This design comes from an exercise in tuning for small area and a short achievable clock period on the open sky130 flow, not from production work. The RTL was checked by simulation tests, not by an equivalence proof against the original design. Power figures rest on the tool's default switching activity, not on a simulated workload.

===== flow/constraint.sdc =====
create_clock -name core_clock -period 18.0 [get_ports {clk}]
set_input_delay 3.6000 -clock core_clock [delete_from_list [all_inputs] [get_ports {clk}]]
set_output_delay 3.6000 -clock core_clock [all_outputs]
set_load 0.01 [all_outputs]

===== flow/standard.sh =====
#!/bin/bash
# synth_recipe.tcl (not shown) runs the flow's synth.tcl, then flattens the netlist and writes it again
# the make line also repeats each setting of config.mk as NAME=value (left out here)
make -C /OpenROAD-flow-scripts/flow DESIGN_CONFIG=/design/flow/config.mk WORK_HOME=/design/flow/orfs CLKGATE_MAP_FILE= SYNTH_SCRIPT=/design/flow/synth_recipe.tcl "${@:-finish}"

===== flow/flow/run.sh =====
#!/bin/bash
# Standard ORFS layout (the standard.sh, standard synthesis unchanged), with
# timing repair aimed at a tighter setup margin than the design's clock period needs.
set -euo pipefail
bash standard.sh SETUP_SLACK_MARGIN=12 finish > standard_flow.log 2>&1

===== flow/config.mk =====
export PLATFORM = sky130hd
export DESIGN_NAME = iq
export DESIGN_NICKNAME = iq
export VERILOG_FILES = /design/flow/design.v
export SDC_FILE = /design/flow/constraint.sdc
export NUM_CORES = 8
export LEC_CHECK = 0
export CAP_MARGIN = 40
export CORE_MARGIN = 2
export CORE_UTILIZATION = 50
export SLEW_MARGIN = 40
export SYNTH_HIERARCHICAL = 1
export SYNTH_MINIMUM_KEEP_SIZE = 0

===== flow/design.v =====
`timescale 1ns / 1ps
module iq (
 input clk,
 input reset,
 input logic [3:0] inserted,
 input logic [6:0] robIdx0,
 input logic [7:0] srcReg0_1,
 input logic [7:0] srcReg0_2,
 input logic [6:0] robIdx1,
 input logic [7:0] srcReg1_1,
 input logic [7:0] srcReg1_2,
 input logic [6:0] robIdx2,
 input logic [7:0] srcReg2_1,
 input logic [7:0] srcReg2_2,
 input logic [6:0] robIdx3,
 input logic [7:0] srcReg3_1,
 input logic [7:0] srcReg3_2,
 input logic executed,
 input logic [7:0] executedReg,
 output logic [2:0] numIssued,
 output logic [6:0] issued0,
 output logic [6:0] issued1,
 output logic [6:0] issued2,
 output logic [6:0] issued3,
 output logic full
);
localparam int N = 32;
localparam int NG = 8;
logic [N-1:0] vld_q;
logic [N-1:0] r1_q;
logic [N-1:0] r2_q;
logic [6:0]   rob_q [N];
logic [7:0]   t1_q  [N];
logic [7:0]   t2_q  [N];
logic [4:0]   cnt_q;
logic [3:0]   isel_q [N];
logic [2:0]   nis_q;       
function automatic logic [3:0] tadd(input logic [3:0] a, input logic [3:0] b);
    tadd[0] = a[0] | b[0];
    tadd[1] = a[1] | b[1] | (a[0] & b[0]);
    tadd[2] = a[2] | b[2] | (a[1] & b[0]) | (a[0] & b[1]);
    tadd[3] = a[3] | b[3] | (a[2] & b[0]) | (a[1] & b[1]) | (a[0] & b[2]);
endfunction
function automatic logic [3:0] tcnt4(input logic [3:0] x);
    tcnt4 = tadd({2'b0, x[1] & x[0], x[1] | x[0]}, {2'b0, x[3] & x[2], x[3] | x[2]});
endfunction
function automatic logic [3:0] t2oh(input logic [3:0] t);
    t2oh = {t[2] & ~t[3], t[1] & ~t[2], t[0] & ~t[1], ~t[0]};
endfunction
logic [N-1:0] iss;
always_comb for (int i = 0; i < N; i++) iss[i] = |isel_q[i];
logic [6:0] issued [4];
for (genvar k = 0; k < 4; k++) begin : g_out
    for (genvar b = 0; b < 7; b++) begin : g_bit
        logic [N-1:0] s, d;
        for (genvar i = 0; i < N; i++) begin : g_i
            assign s[i] = isel_q[i][k];
            assign d[i] = rob_q[i][b];
        end
        iq_ao32 u_mux (.s(s), .d(d), .o(issued[k][b]));
    end
end
assign issued0 = issued[0];
assign issued1 = issued[1];
assign issued2 = issued[2];
assign issued3 = issued[3];
assign numIssued = nis_q;
assign full = (cnt_q > 5'd27);
logic [N-1:0] fre;
assign fre = ~vld_q;
logic [3:0] fgo [NG];
always_comb begin
    logic [3:0] c;
    c = 4'b0;
    for (int g = 0; g < NG; g++) begin
        fgo[g] = t2oh(c);
        c = tadd(c, tcnt4(fre[4*g +: 4]));
    end
end
logic [3:0] fsel [N];      
for (genvar g = 0; g < NG; g++) begin : g_fsel
    iq_grpsel_c u_sel (.m(fre[4*g +: 4]), .go(fgo[g]),
                     .s0(fsel[4*g]), .s1(fsel[4*g+1]), .s2(fsel[4*g+2]), .s3(fsel[4*g+3]));
end
logic [3:0] ins;
assign ins = inserted & {4{~full}};
logic [2:0] ins_amt;
assign ins_amt = {2'b0, ins[0]} + {2'b0, ins[1]} + {2'b0, ins[2]} + {2'b0, ins[3]};
logic [6:0] p_rob [4];
logic [7:0] p_t1  [4];
logic [7:0] p_t2  [4];
assign p_rob[0] = robIdx0; assign p_t1[0] = srcReg0_1; assign p_t2[0] = srcReg0_2;
assign p_rob[1] = robIdx1; assign p_t1[1] = srcReg1_1; assign p_t2[1] = srcReg1_2;
assign p_rob[2] = robIdx2; assign p_t1[2] = srcReg2_1; assign p_t2[2] = srcReg2_2;
assign p_rob[3] = robIdx3; assign p_t1[3] = srcReg3_1; assign p_t2[3] = srcReg3_2;
logic [N-1:0] vld_n, r1_n, r2_n, keep;
logic [6:0] rob_n [N];
logic [7:0] t1_n  [N];
logic [7:0] t2_n  [N];
always_comb begin
    for (int i = 0; i < N; i++) begin
        keep[i]  = vld_q[i] & ~iss[i];
        vld_n[i] = keep[i] | (|(fsel[i] & ins));
    end
end
for (genvar i = 0; i < N; i++) begin : g_slot
    iq_rdy u_r1 (.keep(keep[i]), .r(r1_q[i]), .ex(executed), .t(t1_q[i]), .e(executedReg), .rn(r1_n[i]));
    iq_rdy u_r2 (.keep(keep[i]), .r(r2_q[i]), .ex(executed), .t(t2_q[i]), .e(executedReg), .rn(r2_n[i]));
    for (genvar b = 0; b < 7; b++) begin : g_rob
        iq_dbit u_d (.hold(vld_q[i]), .q(rob_q[i][b]), .sel(fsel[i]),
                     .p({p_rob[3][b], p_rob[2][b], p_rob[1][b], p_rob[0][b]}), .d(rob_n[i][b]));
    end
    for (genvar b = 0; b < 8; b++) begin : g_tag
        iq_dbit u_d1 (.hold(vld_q[i]), .q(t1_q[i][b]), .sel(fsel[i]),
                      .p({p_t1[3][b], p_t1[2][b], p_t1[1][b], p_t1[0][b]}), .d(t1_n[i][b]));
        iq_dbit u_d2 (.hold(vld_q[i]), .q(t2_q[i][b]), .sel(fsel[i]),
                      .p({p_t2[3][b], p_t2[2][b], p_t2[1][b], p_t2[0][b]}), .d(t2_n[i][b]));
    end
end
logic [N-1:0] rn;
assign rn = r1_n & r2_n;
logic [3:0] gp  [4][NG];    
logic [3:0] go_n [NG];
logic [3:0] isel_n [N];
logic [2:0] nis_n;
always_comb begin
    logic [3:0] t;
    for (int g = 0; g < NG; g++) gp[0][g] = tcnt4(rn[4*g +: 4]);
    for (int l = 0; l < 3; l++) begin
        for (int g = 0; g < NG; g++) begin
            if (((g >> l) & 1) == 1) gp[l+1][g] = tadd(gp[l][((g >> l) << l) - 1], gp[l][g]);
            else                     gp[l+1][g] = gp[l][g];
        end
    end
    go_n[0] = 4'b0001;
    for (int g = 1; g < NG; g++) go_n[g] = t2oh(gp[3][g-1]);
    t = gp[3][NG-1];
    nis_n = {t[3], t[1] & ~t[3], (t[0] & ~t[1]) | (t[2] & ~t[3])};
end
for (genvar g = 0; g < NG; g++) begin : g_isel
    iq_grpsel u_sel (.m(rn[4*g +: 4]), .go(go_n[g]),
                     .s0(isel_n[4*g]), .s1(isel_n[4*g+1]), .s2(isel_n[4*g+2]), .s3(isel_n[4*g+3]));
end
always_ff @(posedge clk) begin
    if (~reset) begin
        vld_q <= '0;
        cnt_q <= '0;
        nis_q <= '0;
        for (int i = 0; i < N; i++) isel_q[i] <= '0;
    end else begin
        vld_q <= vld_n;
        cnt_q <= cnt_q + {2'b0, ins_amt} - {2'b0, numIssued};
        nis_q <= nis_n;
        for (int i = 0; i < N; i++) isel_q[i] <= isel_n[i];
    end
    r1_q <= r1_n;
    r2_q <= r2_n;
    for (int i = 0; i < N; i++) begin
        rob_q[i] <= rob_n[i];
        t1_q[i]  <= t1_n[i];
        t2_q[i]  <= t2_n[i];
    end
end
endmodule
module iq_grpsel (
 input  logic [3:0] m,
 input  logic [3:0] go,
 output logic [3:0] s0,
 output logic [3:0] s1,
 output logic [3:0] s2,
 output logic [3:0] s3
);
logic [3:0] l1, l2, l3;    
assign l1 = {2'b0, m[0], ~m[0]};
assign l2 = {1'b0, m[0] & m[1], m[0] ^ m[1], ~m[0] & ~m[1]};
assign l3 = {m[0] & m[1] & m[2],
             (m[0] & m[1] & ~m[2]) | (m[0] & ~m[1] & m[2]) | (~m[0] & m[1] & m[2]),
             (m[0] & ~m[1] & ~m[2]) | (~m[0] & m[1] & ~m[2]) | (~m[0] & ~m[1] & m[2]),
             ~m[0] & ~m[1] & ~m[2]};
always_comb begin
    for (int k = 0; k < 4; k++) begin
        s0[k] = m[0] & go[k];
        s1[k] = 1'b0;
        s2[k] = 1'b0;
        s3[k] = 1'b0;
        for (int a = 0; a <= k; a++) begin
            s1[k] |= go[a] & l1[k-a];
            s2[k] |= go[a] & l2[k-a];
            s3[k] |= go[a] & l3[k-a];
        end
        s1[k] &= m[1];
        s2[k] &= m[2];
        s3[k] &= m[3];
    end
end
endmodule
module iq_grpsel_c (
 input  logic [3:0] m,
 input  logic [3:0] go,
 output logic [3:0] s0,
 output logic [3:0] s1,
 output logic [3:0] s2,
 output logic [3:0] s3
);
logic [3:0] v1, v2, v3;
assign v1 = m[0] ? {go[2:0], 1'b0} : go;
assign v2 = m[1] ? {v1[2:0], 1'b0} : v1;
assign v3 = m[2] ? {v2[2:0], 1'b0} : v2;
assign s0 = {4{m[0]}} & go;
assign s1 = {4{m[1]}} & v1;
assign s2 = {4{m[2]}} & v2;
assign s3 = {4{m[3]}} & v3;
endmodule
module iq_ao32 (
 input  logic [31:0] s,
 input  logic [31:0] d,
 output logic        o
);
assign o = |(s & d);
endmodule
module iq_dbit (
 input  logic       hold,
 input  logic       q,
 input  logic [3:0] sel,
 input  logic [3:0] p,
 output logic       d
);
assign d = (hold & q) | (sel[0] & p[0]) | (sel[1] & p[1]) | (sel[2] & p[2]) | (sel[3] & p[3]);
endmodule
module iq_rdy (
 input  logic       keep,
 input  logic       r,
 input  logic       ex,
 input  logic [7:0] t,
 input  logic [7:0] e,
 output logic       rn
);
assign rn = keep & (r | (ex & (t == e)));
endmodule

==> notes.md <==
## per-stage QoR
stage | setup slack (ns) | area, sq um
after floorplan | 11.56 | 56760
after global placement | 8.321 | 60400
after detailed placement | 8.174 | 60730
after CTS | 11.55 | 69600
after global routing | 11.25 | 70980
final | 11.30 | 70990
## worst max-delay path: stages
cell       delay (ns)
buf_16           0.16
buf_16           0.18
xnor2_2          0.17
nand4_1          0.23
o31ai_4          0.37
nand2_2          0.17
maj3_2           0.36
and2_4           0.20
o2111ai_4        0.32
a2111o_2         0.41
nand2_2          0.11
a21oi_2          0.16
nor2_2           0.06
and3_4           0.16
a21oi_1          0.15
a21oi_1          0.06
o31a_1           0.24
and2_1           0.17
## modules after synthesis (local to each module, per instance)
module,times used,flops+latches,cells
iq_dbit,736,0,3
iq_rdy,64,0,13
iq_ao32,28,0,21
iq,1,968,1937
iq_grpsel,8,0,49
iq_grpsel_c,8,0,36
## worst max path at each step
stage | slack, ns | endpoint
floorplan | 11.56 | isel_q[31][2]
global placement | 8.32 | isel_q[31][2]
detailed placement | 8.17 | isel_q[31][2]
CTS | 11.55 | isel_q[27][3]
global route | 11.25 | isel_q[31][3]
finish | 11.30 | isel_q[31][3]
## cells by family (layout without fill, tap and decap cells)
family,after synthesis,count (layout),share of synthesized area
buffers and inverters,218,945,0.01930
xor gates and xnor gates,524,524,0.08129
and+or+nand+nor,1892,1894,0.1619
muxes,33,33,0.008156
DFF,968,968,0.3432
adders and majority gates,54,54,0.01206
other,2,39,0.0001330
AOI/OAI and AO/OA,2554,2555,0.3739
## sequential cells by signal, summed over array words and instances, names as in the netlist
| register | cells |
|---|---|
| t1_q | 256 |
| rob_q | 224 |
| nis_q | 3 |
| vld_q | 32 |
| cnt_q | 5 |
| r1_q | 32 |
| isel_q | 128 |
| r2_q | 32 |
| t2_q | 256 |
## per-layer routing
metal  GRT usage  vias up
li1            -    27404
met1      0.6833    33212
met2      0.7662     7616
met3      0.3366     2291
met4      0.4159       20
met5     0.02328        -
## cell type report
cell class                 count  area [sq um]  share of cell area
timing repair inverter         1         7.507           0.0001057
clock inverter                37         525.5            0.007402
inverter                     107         449.2            0.006327
clock buffer                 163          3272             0.04609
antenna                        9         22.52           0.0003172
tap                         1500          1877             0.02644
sequential                   968         19620              0.2764
multi-input combinational   5090         38690              0.5449
timing repair buffer         637          6530             0.09198
## power by group through the flow
stage	Combinational, mW	Sequential, mW	Clock, mW
final	1.18	2.48	2.42
after global routing	1.18	2.48	2.47
after CTS	1.07	2.46	2.39
after detailed placement	0.989	2.50	0
after global placement	0.967	2.50	0
after floorplan	0.520	2.45	0
## timing repair
action                     4_1_cts  5_1_grt
cloned                          31        1
resized for setup              712      170
hold buffers                     0        0
setup buffers                  207       74
pin swaps                      218      170
setup endpoints to repair      150      133
## cell usage in the layout, fill, tap and decap left out, types with 30 or more instances in the layout
master     synthesis  routed
inv_1             94      82
o21ai_0           51      35
a22oi_1         1181    1082
a21oi_1          168     132
buf_4             16     378
a21boi_0          35      34
o21a_1            58      34
xnor2_1          521     486
a22oi_2           29     128
clkbuf_16          0     110
a21oi_2            2      31
nand4_1          197     197
a222oi_1         790     790
dfxtp_2            0      79
and2_1           223     186
dfxtp_4            0      39
o31ai_4            0      51
buf_6             24     104
xnor2_2            0      33
buf_16             0      36
o22ai_1           34      33
or4_1             61      36
nand3_1          140     136
ha_1              42      40
dfxtp_1          968     850
buf_2             23      53
clkbuf_8           0      32
conb_1             2      30
nor2_2             8      40
nand2_1          922     896
nor2_1           182     129
==> notes.md <==
worst vdd ir 109.4 uV; Synth top area share 0.3432; yosys warns 34; total chip power 6.074 mW; most common cell in the netlist a22oi_1; Critical Path Source executedReg[4]; DRC 0; Final Critical Period 6.697 ns; WL/cell 41.77 um; Reg2Reg Depth 17; antenna viol nets, final 0; clock sink total 968; # IOs 139; die width 340.0 um; port buffer count 138; clock tree root buffer cell clkbuf_16; Hold Path Sink r1_q[30]; unrepaired setup endpoints after global routing yes; vias in the first global route 64901; f_max 0.1493 GHz; area leader, netlist dfxtp_1; Comb pwr share 0.194; Yosys reg bits 968; synth unique cells 94; Top Layer Used met5; fin crit share 0.3721; Critical Path AT 7.31 ns; startpoint types primary input; mapped cell area 56460 sq um; Worst Skew 0.03939 ns; met1 WL 116.7 mm; status failed layout checks; pin count of the biggest net entering global routing 99; dpl cells 7988; WHS 0.4632 ns; worst path required time 18.61 ns; launching point of the worst reg2reg path vld_q[2]; Worst setup EP type flip-flop; Final Hold Viols 0; async set or reset register ratio after synthesis 0; crit path kind in -> reg; Sw Ratio 0.3284; Static Leakage 26.81 nW; TritonCTS clock tree done; setup_tns 0 ns; min-delay src r1_q[30]; # H-tree levels 3; layout cells sized above 1 0.2119; initial DRC count 17043; fin. max-slew vios 76; Power Dens Cells 85.56 nW/um^2; Post-synth top flop dfxtp_1; chip height 340.0 um; Hold Path Depth 2; cts bufs inserted 109; clock transition at the registers of the reported paths 0.06 ns; setup violators final 0; r2r endpoint vld_q[30]; area grow syn2layout 25.75%; SO Viols slew limit; FF-to-FF setup slack 12.17 ns; Worst-Skew Late Latency 0.76 ns; gpl congestion 1.066; post-route insts no fill 8512; Total GRT Usage 0.5780; via count 70543; Seq/Total Area, Yosys 0.3432; first-pass GRT wire length 484.9 mm; Core Util, Final 0.6328; GRT overflow 0; Internal Power 4.079 mW; gate count after technology mapping 6245; leading post-synthesis cells by cell area dfxtp_1, a22oi_1, a222oi_1; area of the die 115600 sq um; Starting Density 0.5032; clock share of power 0.398; Clock Path Buffers 3; nets 7066; EDFF count, synth 0; Seq pwr share 0.407; top cells by instance count after synthesis a22oi_1, dfxtp_1, nand2_1; post-DP HPWL 203.9 mm; initial antenna violation count 22; max cap viols 0; Core Area 112200 sq um; number of iterations in the first detailed-routing pass 17; met3 WL 70.55 mm; fill count 9336; final WL 355.6 mm; Slew @ Worst Pin 2.570 ns; wire length on met2 133.2 mm; sw power 1.995 mW; Max-slew headroom -0.7196; Mapped Avg Cell Area 9.040 sq um; Hold Path Class reg -> reg; FP Rows 123; vias per cell 8.287; crit-path max FO 7

[separate check: timing with driven ports]
The results above use ideal ports. As a check the final layout listed here was re-extracted and re-timed, cells and wires unchanged.
Step 1 sets driving cells, clkbuf_16 on the clock port and buf_2 on the other inputs (assumed; they add their load-dependent delay and slew).
Step 2 also shifts input and output timing later by t, the mid clock arrival at the registers, as if the neighbouring blocks saw the same clock.
a / b / c = ideal / step 1 / step 2; a / b = the first two.
t (ns): 0.824
setup slack, ns: 11.303 / 11.029 / 10.205
latest minus earliest clock arrival (ns): 0.044 / 0.044
slew at the worst register clock pin (ns): 0.07 / 0.07
For this run, drivers alone change the setup slack by -0.274 ns; drivers and shift together by -1.098 ns.
